What follows belongs to an exercise in optimizing a design on an open flow for small area; a production flow would make more cautious choices. Where RTL was checked, it was by simulation tests only, not by an equivalence proof against the original.

==> inputs of v22 <==
Design ResonantLowPassFilter, start of the top module:
module ResonantLowPassFilter(
    input clk,
    input signed [15:0] audio_in,
    input signed [15:0] cutoff,
    input signed [15:0] resonance,
    input signed [15:0] gain,
    input reset_n,
    output reg signed [15:0] filtered_audio
);
    reg signed [15:0] state, nfeedback;    
    reg signed [15:0] sum_reg;
    reg signed [15:0] alpha, beta;
    genvar i;
    wire [16:0] sx = {state, 1'b0};
    wire [7:0] neg, one, two, nz;
    generate for (i = 0; i < 8; i = i + 1) begin : enc
        assign neg[i] = sx[2*i+2];
        assign one[i] = sx[2*i+1] ^ sx[2*i];
        assign two[i] = (sx[2*i+2] & ~sx[2*i+1] & ~sx[2*i]) | (~sx[2*i+2] & sx[2*i+1] & sx[2*i]);
        assign nz[i]  = one[i] | two[i];
    end endgenerate
    wire s_min = state[15] & ~|state[14:0];
    wire ca = s_min & alpha[15] & ~|alpha[14:0];
    wire cb = s_min & beta[15] & ~|beta[14:0];
    wire ppbeta_1;
    assign ppbeta_1 = one[0] & beta[0];
  ...
export LEC_CHECK = 0
export ABC_AREA = 1
export CAP_MARGIN = 20
export CORE_MARGIN = 2
export CORE_UTILIZATION = 80
export SLEW_MARGIN = 20
export SYNTH_HIERARCHICAL = 1
create_clock -name core_clock -period 7.0 [get_ports {clk}]
standard.sh (not shown) runs the stock make flow with config.mk's settings and CLKGATE_MAP_FILE= SYNTH_SCRIPT=/design/flow/synth_recipe.tcl, a recipe that flattens the netlist after the stock synthesis.
==> flow/flow/run.sh <==
#!/bin/bash
# The standard layout, with: the standard flow's synthesis but a stronger ABC area
# script; the smallest buffer on the ports; upsized synthesis cells
# downsized after floorplan; a clock tree without dummy loads.
set -euo pipefail
export FLOW_WORK=$PWD
export FLOW_ABC_SCRIPT=$PWD/flow/abc_area2.script
bash standard.sh \
  "SYNTH_SCRIPT=$PWD/flow/synth.tcl" \
  "BUFFER_PORTS_ARGS=-buffer_cell sky130_fd_sc_hd__buf_1" \
  "POST_FLOORPLAN_TCL=$PWD/flow/downsize.tcl" \
  "CTS_ARGS=-sink_clustering_enable -repair_clock_nets -dont_use_dummy_load -buf_list {sky130_fd_sc_hd__clkbuf_4 sky130_fd_sc_hd__clkbuf_8}" \
  finish > standard_flow.log 2>&1
==> flow/flow/abc_area2.script <==
strash
&get -n
&st
&dch
&nf -R 1000
&put
strash
dch -f
map -a
topo
==> flow/flow/downsize.tcl <==
# After floorplan: give every combinational cell that synthesis upsized the
# smallest drive strength of its kind; the later repair steps upsize again
# wherever slew, capacitance or timing needs it.
set db [ord::get_db]
set n 0
foreach inst [[ord::get_db_block] getInsts] {
  set name [[$inst getMaster] getName]
  if {![regexp {^(sky130_fd_sc_hd__[a-z0-9]+)_([0-9]+)$} $name -> base size]} { continue }
  if {$size <= 1} { continue }
  if {[regexp {__(df|dl|sdf|edf|clk|tap|fill|decap|conb|buf|lpflow|probe)} $base]} { continue }
  foreach s {0 1} {
    set m [$db findMaster ${base}_$s]
    if {$m != "NULL" && $m != ""} {
      $inst swapMaster $m
      incr n
      break
    }
  }
}
puts "downsize.tcl: downsized $n cells"
==> flow/flow/synth.tcl <==
# The standard flow's own synthesis script (synth_recipe.tcl, sourced unchanged), with
# Yosys's abc call given a stronger area script (abc_area2.script).
proc abc {args} {
  set i [lsearch -exact $args -script]
  if {$i >= 0} { set args [lreplace $args [expr {$i + 1}] [expr {$i + 1}] $::env(FLOW_ABC_SCRIPT)] }
  yosys abc {*}$args
}
source $::env(FLOW_WORK)/synth_recipe.tcl
==> inputs of v16, as changes to v22 <==
==> flow/flow/run.sh (replaced) <==
#!/bin/bash
# The standard layout, with the smallest buffer on the ports, upsized
# synthesis cells downsized after floorplan, and a clock tree without dummy
# loads.
set -euo pipefail
bash standard.sh \
  "BUFFER_PORTS_ARGS=-buffer_cell sky130_fd_sc_hd__buf_1" \
  "POST_FLOORPLAN_TCL=$PWD/flow/downsize.tcl" \
  "CTS_ARGS=-sink_clustering_enable -repair_clock_nets -dont_use_dummy_load -buf_list {sky130_fd_sc_hd__clkbuf_4 sky130_fd_sc_hd__clkbuf_8}" \
  finish > standard_flow.log 2>&1
removed: flow/flow/abc_area2.script
removed: flow/flow/synth.tcl
==> inputs of v3, as changes to v22 <==
==> flow/flow/run.sh (replaced) <==
#!/bin/bash
# The standard layout, with the smallest buffer on the ports, upsized
# synthesis cells downsized after floorplan, and a clock tree without dummy
# loads.
set -euo pipefail
bash standard.sh \
  "BUFFER_PORTS_ARGS=-buffer_cell sky130_fd_sc_hd__buf_1" \
  "POST_FLOORPLAN_TCL=$PWD/flow/downsize.tcl" \
  "CTS_ARGS=-sink_clustering_enable -repair_clock_nets -dont_use_dummy_load -buf_list {sky130_fd_sc_hd__clkbuf_4 sky130_fd_sc_hd__clkbuf_8}" \
  finish > standard_flow.log 2>&1
CORE_UTILIZATION = 70   (was 80)
removed: flow/flow/abc_area2.script
removed: flow/flow/synth.tcl
==> inputs of v4, as changes to v22 <==
==> flow/flow/abc_area2.script (replaced) <==
strash
&get -n
&st
&dch
&nf -R 1000
&put
CORE_UTILIZATION = 70   (was 80)
==> summary.txt <==
- Die area: v4 is higher than v22 (16%).
- Against v4, the global-route usage of v16 is higher by 4.8 points.
- Between v4 and v16, the lower critical path depth is in v4 (gap 1).
- First-iteration DRC count, highest first: v22, v16, v4, v3.
- Against v4, the routed wire length of v22 is larger by about 12%.

==> 12-22 <==
ResonantLowPassFilter, a different RTL version from the one above (not shown whole).
==> flow/config.mk <==
export PLATFORM = sky130hd
export DESIGN_NAME = ResonantLowPassFilter
export DESIGN_NICKNAME = ResonantLowPassFilter
export VERILOG_FILES = /design/flow/design.v
export SDC_FILE = /design/flow/constraint.sdc
export NUM_CORES = 4
export LEC_CHECK = 0
export ABC_AREA = 1
export CAP_MARGIN = 20
export CORE_MARGIN = 2
export CORE_UTILIZATION = 60
export SLEW_MARGIN = 20
export SYNTH_HIERARCHICAL = 1
==> flow/constraint.sdc <==
create_clock -name core_clock -period 7.0 [get_ports {clk}]
set_input_delay 1.4000 -clock core_clock [delete_from_list [all_inputs] [get_ports {clk}]]
set_output_delay 1.4000 -clock core_clock [all_outputs]
set_load 0.01 [all_outputs]
==> flow/flow/run.sh <==
#!/bin/bash
# The standard layout, with the smallest buffer on the ports, upsized
# synthesis cells downsized after floorplan, and a clock tree without dummy
# loads.
set -euo pipefail
bash standard.sh \
  "BUFFER_PORTS_ARGS=-buffer_cell sky130_fd_sc_hd__buf_1" \
  "POST_FLOORPLAN_TCL=$PWD/flow/downsize.tcl" \
  "CTS_ARGS=-sink_clustering_enable -repair_clock_nets -dont_use_dummy_load -buf_list {sky130_fd_sc_hd__clkbuf_8 sky130_fd_sc_hd__clkbuf_16}" \
  finish > standard_flow.log 2>&1
Scripts as last shown in full above: flow/flow/downsize.tcl
==> 04-12 (differences from 12-22) <==
--- a/flow/design.v
+++ b/flow/design.v
@@ -336,22 +336,24 @@
     rlpf_fa u_fs159 (.a(ppbeta_64), .b(ppbeta_80), .c(ppbeta_96), .s(fs159), .co(fc160));
     wire fs161;
     wire fc162;
     rlpf_ha u_fs161 (.a(ppbeta_112), .b(ppbeta_128), .s(fs161), .co(fc162));
     wire fs163;
     wire fc164;
-    rlpf_fa u_fs163 (.a(ppbeta_17), .b(ppbeta_33), .c(1'b1), .s(fs163), .co(fc164));
+    assign fs163 = ~(ppbeta_17 ^ ppbeta_33);
+    assign fc164 = ppbeta_17 | ppbeta_33;
     wire fs165;
     wire fc166;
     rlpf_fa u_fs165 (.a(ppbeta_49), .b(ppbeta_65), .c(ppbeta_81), .s(fs165), .co(fc166));
     wire fs167;
     wire fc168;
     rlpf_fa u_fs167 (.a(ppbeta_97), .b(ppbeta_113), .c(ppbeta_129), .s(fs167), .co(fc168));
     wire fs169;
     wire fc170;
-    rlpf_fa u_fs169 (.a(ppbeta_34), .b(ppbeta_50), .c(1'b1), .s(fs169), .co(fc170));
+    assign fs169 = ~(ppbeta_34 ^ ppbeta_50);
+    assign fc170 = ppbeta_34 | ppbeta_50;
     wire fs171;
     wire fc172;
     rlpf_fa u_fs171 (.a(ppbeta_66), .b(ppbeta_82), .c(ppbeta_98), .s(fs171), .co(fc172));
     wire fs173;
     wire fc174;
     rlpf_ha u_fs173 (.a(ppbeta_114), .b(ppbeta_130), .s(fs173), .co(fc174));
@@ -360,13 +362,14 @@
     rlpf_fa u_fs175 (.a(ppbeta_35), .b(ppbeta_51), .c(ppbeta_67), .s(fs175), .co(fc176));
     wire fs177;
     wire fc178;
     rlpf_fa u_fs177 (.a(ppbeta_83), .b(ppbeta_99), .c(ppbeta_115), .s(fs177), .co(fc178));
     wire fs179;
     wire fc180;
-    rlpf_fa u_fs179 (.a(ppbeta_52), .b(ppbeta_68), .c(1'b1), .s(fs179), .co(fc180));
+    assign fs179 = ~(ppbeta_52 ^ ppbeta_68);
+    assign fc180 = ppbeta_52 | ppbeta_68;
     wire fs181;
     wire fc182;
     rlpf_ha u_fs181 (.a(ppbeta_84), .b(ppbeta_100), .s(fs181), .co(fc182));
     wire fs183;
     wire fc184;
     rlpf_fa u_fs183 (.a(ppbeta_53), .b(ppbeta_69), .c(ppbeta_85), .s(fs183), .co(fc184));
@@ -463,13 +466,14 @@
     rlpf_fa u_fs243 (.a(ppbeta_71), .b(ppbeta_87), .c(ppbeta_103), .s(fs243), .co(fc244));
     wire fs245;
     wire fc246;
     rlpf_fa u_fs245 (.a(ppbeta_119), .b(ppbeta_135), .c(fc186), .s(fs245), .co(fc246));
     wire fs247;
     wire fc248;
-    rlpf_fa u_fs247 (.a(ppbeta_88), .b(ppbeta_104), .c(1'b1), .s(fs247), .co(fc248));
+    assign fs247 = ~(ppbeta_88 ^ ppbeta_104);
+    assign fc248 = ppbeta_88 | ppbeta_104;
     wire fs249;
     wire fc250;
     rlpf_ha u_fs249 (.a(ppbeta_120), .b(ppbeta_136), .s(fs249), .co(fc250));
     wire fs251;
     wire fc252;
     rlpf_fa u_fs251 (.a(ppbeta_89), .b(ppbeta_105), .c(ppbeta_121), .s(fs251), .co(fc252));
@@ -920,13 +924,14 @@
     assign nc498 = neg[7] & ~(one[7] & alpha[0]) & ~ca;
     wire os499;
     wire oc500;
     rlpf_ha u_os499 (.a(gain[1]), .b(ppalpha_370), .s(os499), .co(oc500));
     wire os501;
     wire oc502;
-    rlpf_fa u_os501 (.a(gain[2]), .b(ppalpha_371), .c(1'b1), .s(os501), .co(oc502));
+    assign os501 = ~(gain[2] ^ ppalpha_371);
+    assign oc502 = gain[2] | ppalpha_371;
     wire os503;
     wire oc504;
     assign os503 = ~gain[3];
     assign oc504 = gain[3];
     wire os505;
     wire oc506;
@@ -981,13 +986,14 @@
     rlpf_fa u_os537 (.a(ppalpha_405), .b(ppalpha_421), .c(ppalpha_437), .s(os537), .co(oc538));
     wire os539;
     wire oc540;
     rlpf_fa u_os539 (.a(ppalpha_453), .b(ppalpha_469), .c(ppalpha_485), .s(os539), .co(oc540));
     wire os541;
     wire oc542;
-    rlpf_fa u_os541 (.a(gain[5]), .b(ppalpha_406), .c(1'b1), .s(os541), .co(oc542));
+    assign os541 = ~(gain[5] ^ ppalpha_406);
+    assign oc542 = gain[5] | ppalpha_406;
     wire os543;
     wire oc544;
     rlpf_fa u_os543 (.a(ppalpha_422), .b(ppalpha_438), .c(ppalpha_454), .s(os543), .co(oc544));
     wire os545;
     wire oc546;
     rlpf_ha u_os545 (.a(ppalpha_470), .b(ppalpha_486), .s(os545), .co(oc546));
@@ -996,13 +1002,14 @@
     rlpf_fa u_os547 (.a(gain[6]), .b(ppalpha_407), .c(ppalpha_423), .s(os547), .co(oc548));
     wire os549;
     wire oc550;
     rlpf_fa u_os549 (.a(ppalpha_439), .b(ppalpha_455), .c(ppalpha_471), .s(os549), .co(oc550));
     wire os551;
     wire oc552;
-    rlpf_fa u_os551 (.a(gain[7]), .b(ppalpha_424), .c(1'b1), .s(os551), .co(oc552));
+    assign os551 = ~(gain[7] ^ ppalpha_424);
+    assign oc552 = gain[7] | ppalpha_424;
     wire os553;
     wire oc554;
     rlpf_ha u_os553 (.a(ppalpha_440), .b(ppalpha_456), .s(os553), .co(oc554));
     wire os555;
     wire oc556;
     rlpf_fa u_os555 (.a(gain[8]), .b(ppalpha_425), .c(ppalpha_441), .s(os555), .co(oc556));
@@ -1111,13 +1118,14 @@
     rlpf_fa u_os623 (.a(gain[10]), .b(oc558), .c(ppalpha_443), .s(os623), .co(oc624));
     wire os625;
     wire oc626;
     rlpf_fa u_os625 (.a(ppalpha_459), .b(ppalpha_475), .c(ppalpha_491), .s(os625), .co(oc626));
     wire os627;
     wire oc628;
-    rlpf_fa u_os627 (.a(gain[11]), .b(ppalpha_460), .c(1'b1), .s(os627), .co(oc628));
+    assign os627 = ~(gain[11] ^ ppalpha_460);
+    assign oc628 = gain[11] | ppalpha_460;
     wire os629;
     wire oc630;
     rlpf_ha u_os629 (.a(ppalpha_476), .b(ppalpha_492), .s(os629), .co(oc630));
     wire os631;
     wire oc632;
     rlpf_fa u_os631 (.a(gain[12]), .b(ppalpha_461), .c(ppalpha_477), .s(os631), .co(oc632));
==> flow/flow/run.sh (replaced) <==
#!/bin/bash
# The standard layout, with the smallest buffer on the ports, upsized
# synthesis cells downsized after floorplan, and a clock tree without dummy
# loads.
set -euo pipefail
bash standard.sh \
  "BUFFER_PORTS_ARGS=-buffer_cell sky130_fd_sc_hd__buf_1" \
  "POST_FLOORPLAN_TCL=$PWD/flow/downsize.tcl" \
  "CTS_ARGS=-sink_clustering_enable -repair_clock_nets -dont_use_dummy_load -buf_list {sky130_fd_sc_hd__clkbuf_4 sky130_fd_sc_hd__clkbuf_8}" \
  finish > standard_flow.log 2>&1
Settings changed: CORE_UTILIZATION 60 to 70, PLACE_DENSITY_LB_ADDON set to 0.2.
==> 09-01 (differences from 12-22) <==
--- a/flow/design.v
+++ b/flow/design.v
@@ -336,22 +336,24 @@
     rlpf_fa u_fs159 (.a(ppbeta_64), .b(ppbeta_80), .c(ppbeta_96), .s(fs159), .co(fc160));
     wire fs161;
     wire fc162;
     rlpf_ha u_fs161 (.a(ppbeta_112), .b(ppbeta_128), .s(fs161), .co(fc162));
     wire fs163;
     wire fc164;
-    rlpf_fa u_fs163 (.a(ppbeta_17), .b(ppbeta_33), .c(1'b1), .s(fs163), .co(fc164));
+    assign fs163 = ~(ppbeta_17 ^ ppbeta_33);
+    assign fc164 = ppbeta_17 | ppbeta_33;
     wire fs165;
     wire fc166;
     rlpf_fa u_fs165 (.a(ppbeta_49), .b(ppbeta_65), .c(ppbeta_81), .s(fs165), .co(fc166));
     wire fs167;
     wire fc168;
     rlpf_fa u_fs167 (.a(ppbeta_97), .b(ppbeta_113), .c(ppbeta_129), .s(fs167), .co(fc168));
     wire fs169;
     wire fc170;
-    rlpf_fa u_fs169 (.a(ppbeta_34), .b(ppbeta_50), .c(1'b1), .s(fs169), .co(fc170));
+    assign fs169 = ~(ppbeta_34 ^ ppbeta_50);
+    assign fc170 = ppbeta_34 | ppbeta_50;
     wire fs171;
     wire fc172;
     rlpf_fa u_fs171 (.a(ppbeta_66), .b(ppbeta_82), .c(ppbeta_98), .s(fs171), .co(fc172));
     wire fs173;
     wire fc174;
     rlpf_ha u_fs173 (.a(ppbeta_114), .b(ppbeta_130), .s(fs173), .co(fc174));
@@ -360,13 +362,14 @@
     rlpf_fa u_fs175 (.a(ppbeta_35), .b(ppbeta_51), .c(ppbeta_67), .s(fs175), .co(fc176));
     wire fs177;
     wire fc178;
     rlpf_fa u_fs177 (.a(ppbeta_83), .b(ppbeta_99), .c(ppbeta_115), .s(fs177), .co(fc178));
     wire fs179;
     wire fc180;
-    rlpf_fa u_fs179 (.a(ppbeta_52), .b(ppbeta_68), .c(1'b1), .s(fs179), .co(fc180));
+    assign fs179 = ~(ppbeta_52 ^ ppbeta_68);
+    assign fc180 = ppbeta_52 | ppbeta_68;
     wire fs181;
     wire fc182;
     rlpf_ha u_fs181 (.a(ppbeta_84), .b(ppbeta_100), .s(fs181), .co(fc182));
     wire fs183;
     wire fc184;
     rlpf_fa u_fs183 (.a(ppbeta_53), .b(ppbeta_69), .c(ppbeta_85), .s(fs183), .co(fc184));
@@ -463,13 +466,14 @@
     rlpf_fa u_fs243 (.a(ppbeta_71), .b(ppbeta_87), .c(ppbeta_103), .s(fs243), .co(fc244));
     wire fs245;
     wire fc246;
     rlpf_fa u_fs245 (.a(ppbeta_119), .b(ppbeta_135), .c(fc186), .s(fs245), .co(fc246));
     wire fs247;
     wire fc248;
-    rlpf_fa u_fs247 (.a(ppbeta_88), .b(ppbeta_104), .c(1'b1), .s(fs247), .co(fc248));
+    assign fs247 = ~(ppbeta_88 ^ ppbeta_104);
+    assign fc248 = ppbeta_88 | ppbeta_104;
     wire fs249;
     wire fc250;
     rlpf_ha u_fs249 (.a(ppbeta_120), .b(ppbeta_136), .s(fs249), .co(fc250));
     wire fs251;
     wire fc252;
     rlpf_fa u_fs251 (.a(ppbeta_89), .b(ppbeta_105), .c(ppbeta_121), .s(fs251), .co(fc252));
@@ -920,13 +924,14 @@
     assign nc498 = neg[7] & ~(one[7] & alpha[0]) & ~ca;
     wire os499;
     wire oc500;
     rlpf_ha u_os499 (.a(gain[1]), .b(ppalpha_370), .s(os499), .co(oc500));
     wire os501;
     wire oc502;
-    rlpf_fa u_os501 (.a(gain[2]), .b(ppalpha_371), .c(1'b1), .s(os501), .co(oc502));
+    assign os501 = ~(gain[2] ^ ppalpha_371);
+    assign oc502 = gain[2] | ppalpha_371;
     wire os503;
     wire oc504;
     assign os503 = ~gain[3];
     assign oc504 = gain[3];
     wire os505;
     wire oc506;
@@ -981,13 +986,14 @@
     rlpf_fa u_os537 (.a(ppalpha_405), .b(ppalpha_421), .c(ppalpha_437), .s(os537), .co(oc538));
     wire os539;
     wire oc540;
     rlpf_fa u_os539 (.a(ppalpha_453), .b(ppalpha_469), .c(ppalpha_485), .s(os539), .co(oc540));
     wire os541;
     wire oc542;
-    rlpf_fa u_os541 (.a(gain[5]), .b(ppalpha_406), .c(1'b1), .s(os541), .co(oc542));
+    assign os541 = ~(gain[5] ^ ppalpha_406);
+    assign oc542 = gain[5] | ppalpha_406;
     wire os543;
     wire oc544;
     rlpf_fa u_os543 (.a(ppalpha_422), .b(ppalpha_438), .c(ppalpha_454), .s(os543), .co(oc544));
     wire os545;
     wire oc546;
     rlpf_ha u_os545 (.a(ppalpha_470), .b(ppalpha_486), .s(os545), .co(oc546));
@@ -996,13 +1002,14 @@
     rlpf_fa u_os547 (.a(gain[6]), .b(ppalpha_407), .c(ppalpha_423), .s(os547), .co(oc548));
     wire os549;
     wire oc550;
     rlpf_fa u_os549 (.a(ppalpha_439), .b(ppalpha_455), .c(ppalpha_471), .s(os549), .co(oc550));
     wire os551;
     wire oc552;
-    rlpf_fa u_os551 (.a(gain[7]), .b(ppalpha_424), .c(1'b1), .s(os551), .co(oc552));
+    assign os551 = ~(gain[7] ^ ppalpha_424);
+    assign oc552 = gain[7] | ppalpha_424;
     wire os553;
     wire oc554;
     rlpf_ha u_os553 (.a(ppalpha_440), .b(ppalpha_456), .s(os553), .co(oc554));
     wire os555;
     wire oc556;
     rlpf_fa u_os555 (.a(gain[8]), .b(ppalpha_425), .c(ppalpha_441), .s(os555), .co(oc556));
@@ -1111,13 +1118,14 @@
     rlpf_fa u_os623 (.a(gain[10]), .b(oc558), .c(ppalpha_443), .s(os623), .co(oc624));
     wire os625;
     wire oc626;
     rlpf_fa u_os625 (.a(ppalpha_459), .b(ppalpha_475), .c(ppalpha_491), .s(os625), .co(oc626));
     wire os627;
     wire oc628;
-    rlpf_fa u_os627 (.a(gain[11]), .b(ppalpha_460), .c(1'b1), .s(os627), .co(oc628));
+    assign os627 = ~(gain[11] ^ ppalpha_460);
+    assign oc628 = gain[11] | ppalpha_460;
     wire os629;
     wire oc630;
     rlpf_ha u_os629 (.a(ppalpha_476), .b(ppalpha_492), .s(os629), .co(oc630));
     wire os631;
     wire oc632;
     rlpf_fa u_os631 (.a(gain[12]), .b(ppalpha_461), .c(ppalpha_477), .s(os631), .co(oc632));
==> flow/flow/run.sh (replaced) <==
#!/bin/bash
# The standard layout, with: the standard flow's synthesis but a stronger ABC area
# script; the smallest buffer on the ports; upsized synthesis cells
# downsized after floorplan; buffers from placement repair retried at the
# smallest size; a clock tree without dummy loads.
set -euo pipefail
export FLOW_WORK=$PWD
export FLOW_ABC_SCRIPT=$PWD/flow/abc_area2.script
bash standard.sh \
  "SYNTH_SCRIPT=$PWD/flow/synth.tcl" \
  "BUFFER_PORTS_ARGS=-buffer_cell sky130_fd_sc_hd__buf_1" \
  "POST_FLOORPLAN_TCL=$PWD/flow/downsize.tcl" \
  "POST_RESIZE_TCL=$PWD/flow/bufdown.tcl" \
  "CTS_ARGS=-sink_clustering_enable -repair_clock_nets -dont_use_dummy_load -buf_list {sky130_fd_sc_hd__clkbuf_4 sky130_fd_sc_hd__clkbuf_8}" \
  finish > standard_flow.log 2>&1
==> flow/flow/abc_area2.script (new file) <==
strash
&get -n
&st
&dch
&nf -R 1000
&put
strash
dch -f
map -a
topo
==> flow/flow/bufdown.tcl (new file) <==
# After the placement repair: try the smallest buffer in place of each
# buffer that repair inserted, then repair slew and capacitance again.
set db [ord::get_db]
set b1 [$db findMaster sky130_fd_sc_hd__buf_1]
set n 0
foreach inst [[ord::get_db_block] getInsts] {
  set name [[$inst getMaster] getName]
  if {[string match "place*" [$inst getName]] && [regexp {^sky130_fd_sc_hd__buf_[2-9]} $name]} {
    $inst swapMaster $b1
    incr n
  }
}
puts "bufdown.tcl: downsized $n buffers"
estimate_parasitics -placement
repair_design -slew_margin 20 -cap_margin 20
==> flow/flow/synth.tcl (new file) <==
# The standard flow's own synthesis script (synth_recipe.tcl, sourced unchanged), with
# Yosys's abc call given a stronger area script (abc_area2.script).
proc abc {args} {
  set i [lsearch -exact $args -script]
  if {$i >= 0} { set args [lreplace $args [expr {$i + 1}] [expr {$i + 1}] $::env(FLOW_ABC_SCRIPT)] }
  yosys abc {*}$args
}
source $::env(FLOW_WORK)/synth_recipe.tcl
Settings changed: CORE_UTILIZATION 60 to 70.
==> impl_metrics.prom <==
# TYPE chip_impl_metric gauge
chip_impl_info{name="worst_r2r_endpoint",value="nfeedback[14]"} 1
chip_impl_metric{name="drt-total-wl",unit="mm"} 36.0
chip_impl_metric{name="antenna_cells",unit=""} 0
chip_impl_metric{name="multiInputCombCellCount",unit=""} 1108
chip_impl_metric{name="met2WireLength",unit="mm"} 17.3
chip_impl_info{name="outcome",value="no timing/DRC/antenna violations"} 1
chip_impl_metric{name="placedInstanceArea",unit="sq um"} 14100
# the run above: 09-01

==> impl_metrics.prom <==
# TYPE chip_impl_metric gauge
chip_impl_metric{name="multiInputCombCellCount",unit=""} 1177
chip_impl_metric{name="post_synthesis_xor_xnor_area_fraction",unit=""} 0.172
chip_impl_info{name="outcome",value="no timing/DRC/antenna violations"} 1
chip_impl_metric{name="met2WireLength",unit="mm"} 16.9
chip_impl_metric{name="placedInstanceArea",unit="sq um"} 14400
chip_impl_metric{name="drt-total-wl",unit="mm"} 35.9
chip_impl_metric{name="antenna_cells",unit=""} 0
# the run above: 04-12

==> impl_metrics.prom <==
# TYPE chip_impl_metric gauge
chip_impl_metric{name="antenna_cells",unit=""} 1
chip_impl_metric{name="multiInputCombCellCount",unit=""} 1181
chip_impl_metric{name="drt-total-wl",unit="mm"} 37.0
chip_impl_info{name="outcome",value="no timing/DRC/antenna violations"} 1
chip_impl_info{name="worst_r2r_endpoint",value="sum_reg[1]"} 1
# the run above: 12-22

No functional check of the RTL was part of 12-22.

[re-timing with driven ports]
Ports are ideal in the flow. The routed layouts listed here were re-timed in OpenROAD.
Step 1 sets driving cells, clkbuf_16 on the clock port and buf_2 on the other inputs (assumed; they add their load-dependent delay and slew).
Step 2 also shifts input and output timing later by t, the mid clock arrival at the registers, as if the neighbouring blocks saw the same clock.
a / b / c = ideal / step 1 / step 2; a / b = the first two.
run	shift t [ns]	slack for setup (ns)	hold slack, ns	worst setup path after step 2	worst register clock-pin slew, ns
v22	0.435	0.254 / 0.254 / 0.254	0.356 / 0.356 / 0.356	register to register	0.12 / 0.12
v16	0.427	0.451 / 0.451 / 0.440	0.340 / 0.340 / 0.340	input to register	0.12 / 0.12
v3	0.419	0.502 / 0.502 / 0.485	0.350 / 0.350 / 0.350	input to register	0.11 / 0.11
v4	0.418	0.474 / 0.474 / 0.474	0.346 / 0.346 / 0.346	register to register	0.10 / 0.10
12-22	0.404	0.512 / 0.512 / 0.169	0.328 / 0.328 / 0.328	input to register	0.08 / 0.08
04-12	0.417	0.514 / 0.514 / 0.514	0.325 / 0.325 / 0.325	register to register	0.11 / 0.11
09-01	0.421	0.263 / 0.263 / 0.263	0.352 / 0.352 / 0.352	register to register	0.12 / 0.12
After both steps every run listed still meets setup and hold. The setup slack of 12-22, which loses most, moves by 0.000 ns with the drivers and by -0.343 ns with both steps.
